What follows belongs to an exercise in optimizing a design on an open flow for small area; a production flow would make more cautious choices.
The RTL was checked by simulation tests, not by an equivalence proof against the original design.

lane 1:
Design fp_adder_tree, start of the top module:
module fp_adder_tree #(
    parameter int unsigned N = 8
) (
    input clk,
    input rst_n,
    input            in_valid,
    input [32*N-1:0] fp_in,
    output           out_valid,
    output [31:0]    out
);
logic [N-1:0][7:0]  e;
logic [N-1:0][5:0]  rl;
logic [N-1:0]       cl;
logic [7:0]         xn;
always_comb
    for (int i = 0; i < N; i++) e[i] = fp_in[32*i+23 +: 8];
logic [N-1:0]       hid;
exp_max exp_max_inst (.e(e), .xn(xn), .rl(rl), .cl(cl), .hid(hid));
logic [N-1:0][23:0] m_r;
logic [N-1:0]       s_r;
logic [N-1:0][5:0]  rl_r;
logic [N-1:0]       cl_r;
logic [N-1:0][1:0]  eh_r;
logic [7:0]         xn_r;
logic               valid_r;
always_ff @(posedge clk) begin
    for (int i = 0; i < N; i++) begin
        m_r[i]  <= {hid[i], fp_in[32*i +: 23]};
        s_r[i]  <= fp_in[32*i+31];
        eh_r[i] <= e[i][7:6];
    end
    rl_r <= rl;
    cl_r <= cl;
    xn_r <= xn;
end
logic [N-1:0]       keep;
logic [N-1:0][47:0] u;
logic [3:0]         pc;
logic [50:0]        sum_x, sum_y, t;
for (genvar i = 0; i < N; i++) begin : g_align
    dist_sat dist_inst (.nx(xn_r[7:6]), .y(eh_r[i]), .ci(cl_r[i]), .r54(rl_r[i][5:4]), .keep(keep[i]));
  ...
Size: ~290 I/O pins, roughly 35,000 µm² of cells after synthesis.
export LEC_CHECK = 0
export CAP_MARGIN = 5
export CORE_MARGIN = 2
export CORE_UTILIZATION = 40
export CTS_CLUSTER_DIAMETER = 100
export CTS_CLUSTER_SIZE = 30
export SLEW_MARGIN = 5
export SYNTH_HIERARCHICAL = 1
create_clock -name core_clock -period 8.5 [get_ports {clk}]
standard.sh (not shown) runs the stock make flow with config.mk's settings and CLKGATE_MAP_FILE= SYNTH_SCRIPT=/design/flow/synth_recipe.tcl, a recipe that flattens the netlist after the stock synthesis.
==> flow/flow/run.sh <==
#!/bin/bash
# Standard layout, with one change: the port buffers that the standard flow
# puts on every input and output are buf_1 cells instead of the default.
set -euo pipefail
export BUFFER_PORTS_ARGS="-buffer_cell sky130_fd_sc_hd__buf_1"
bash standard.sh > standard.log 2>&1
### lane 1 -> lane 2
# lane 1
export LEC_CHECK = 0
export CAP_MARGIN = 5
export CORE_MARGIN = 2
export CORE_UTILIZATION = 40
export CTS_CLUSTER_DIAMETER = 100
export CTS_CLUSTER_SIZE = 30
export SLEW_MARGIN = 5
export SYNTH_HIERARCHICAL = 1
create_clock -name core_clock -period 8.5 [get_ports {clk}]
# lane 2
export LEC_CHECK = 0
export CAP_MARGIN = 20
export CORE_MARGIN = 2
export CORE_UTILIZATION = 40
export CTS_BUF_LIST = sky130_fd_sc_hd__clkbuf_4
export SLEW_MARGIN = 20
export SYNTH_HIERARCHICAL = 1
create_clock -name core_clock -period 8.5 [get_ports {clk}]
==> comparison <==
- Number of endpoints failing setup at the final stage: lane 2 vs lane 1 identical
- Relative to lane 1, worst hold margin has decreased by 11 ps in lane 2.
- From lane 1 to lane 2 the numbers moved as follows: number of detailed-route iterations in the first pass climbed 2.
- Going from lane 1 to lane 2, signed area change from the synthesized netlist to the final layout went up by 1.5 points; global-route usage increased by 0.37 points relative to the old numbers; proportion of layout cells with a drive suffix above 1 up 2.4 points; number of buffers other than clock buffers in the final layout up 6; clock transition at the registers of the reported paths decreased by 50 ps relative to the old numbers.
#### Input delta (lane 3 over lane 2)
# lane 2
export LEC_CHECK = 0
export CAP_MARGIN = 20
export CORE_MARGIN = 2
export CORE_UTILIZATION = 40
export CTS_BUF_LIST = sky130_fd_sc_hd__clkbuf_4
export SLEW_MARGIN = 20
export SYNTH_HIERARCHICAL = 1
create_clock -name core_clock -period 8.5 [get_ports {clk}]
# lane 3
export LEC_CHECK = 0
export CAP_MARGIN = 20
export CORE_MARGIN = 2
export CORE_UTILIZATION = 40
export CTS_CLUSTER_DIAMETER = 100
export CTS_CLUSTER_SIZE = 30
export SLEW_MARGIN = 20
export SYNTH_HIERARCHICAL = 1
create_clock -name core_clock -period 8.5 [get_ports {clk}]
## What came out
- Sort lane 3 and lane 2 by overall track demand over capacity in global routing asc -> top: lane 3
- Sort lane 3 and lane 2 by via-per-instance ratio, ascending, and lane 2 comes first.
- Diff lane 3 and lane 2: initial antenna violation count lower in lane 3
- Critical path data required time in lane 3 is 2180 ps higher than in lane 2
- Delta (lane 3 minus lane 2): final cell count lost 131, wire length lost 0.67%.
- For the share of the final layout cell area in sequential cells, lane 3 came in 0.23 points higher than lane 2 did.
- Lane 3 vs lane 2: final instance area down slightly
- Sort lane 3 and lane 2 by count of clock-buffer cells in the layout asc -> top: lane 3
Modified inputs, lane 4 compared to lane 3
# lane 3
export LEC_CHECK = 0
export CAP_MARGIN = 20
export CORE_MARGIN = 2
export CORE_UTILIZATION = 40
export CTS_CLUSTER_DIAMETER = 100
export CTS_CLUSTER_SIZE = 30
export SLEW_MARGIN = 20
export SYNTH_HIERARCHICAL = 1
create_clock -name core_clock -period 8.5 [get_ports {clk}]
# lane 4
export LEC_CHECK = 0
export CAP_MARGIN = 20
export CORE_MARGIN = 2
export CORE_UTILIZATION = 40
export SLEW_MARGIN = 20
export SYNTH_HIERARCHICAL = 1
create_clock -name core_clock -period 8.5 [get_ports {clk}]
[summary]
- Comparing post-layout worst setup margin for lane 3 and lane 4, the bigger number came from lane 3.
- Lane 4 reached the final stage; the timing, DRC and antenna checks on its layout passed.
- Taking lane 3 as the reference, in lane 4 clock skew now larger, achievable frequency now smaller.
- Lane 3 → lane 4: register-to-register slack climbed 40 ps, wire length of the first global-routing pass shows an increase of about 0.54%.
- Between lane 3 and lane 4, the minimum clock period is lower for lane 3.
- Area overhead of the layout relative to synthesis up 1.7 points in lane 4 wrt lane 3

[port drivers added, routing unchanged]
Ports are ideal in the flow. The routed layouts listed here were re-timed in OpenROAD.
Step 1 (the two cells are an assumption about what drives the block):
set clk [get_ports {clk}]
set_driving_cell -lib_cell sky130_fd_sc_hd__clkbuf_16 $clk
set_driving_cell -lib_cell sky130_fd_sc_hd__buf_2 [delete_from_list [all_inputs] $clk]
Step 2 moves the port delays by t, midway between the first and last clock arrival at a register: inputs arrive t later, outputs are due t later. That takes back most of the time a late clock gives input paths.
Three values: ideal, step 1, step 2; two values: the first two.
run	t (ns)	setup WS [ns]	hold slack, ns	worst register clock-pin slew, ns	pins driven straight from the clock port
lane 1	0.679	0.458 / 0.426 / -0.024	0.444 / 0.444 / 0.444	0.11 / 0.11	1
lane 2	0.947	0.314 / 0.251 / -0.056	0.434 / 0.434 / 0.434	0.07 / 0.07	1
lane 3	0.679	0.458 / 0.426 / -0.024	0.444 / 0.444 / 0.444	0.11 / 0.11	1
lane 4	0.661	0.311 / 0.242 / -0.022	0.433 / 0.433 / 0.433	0.07 / 0.07	1
Met with ideal ports but missed after step 2: setup timing in every run listed.
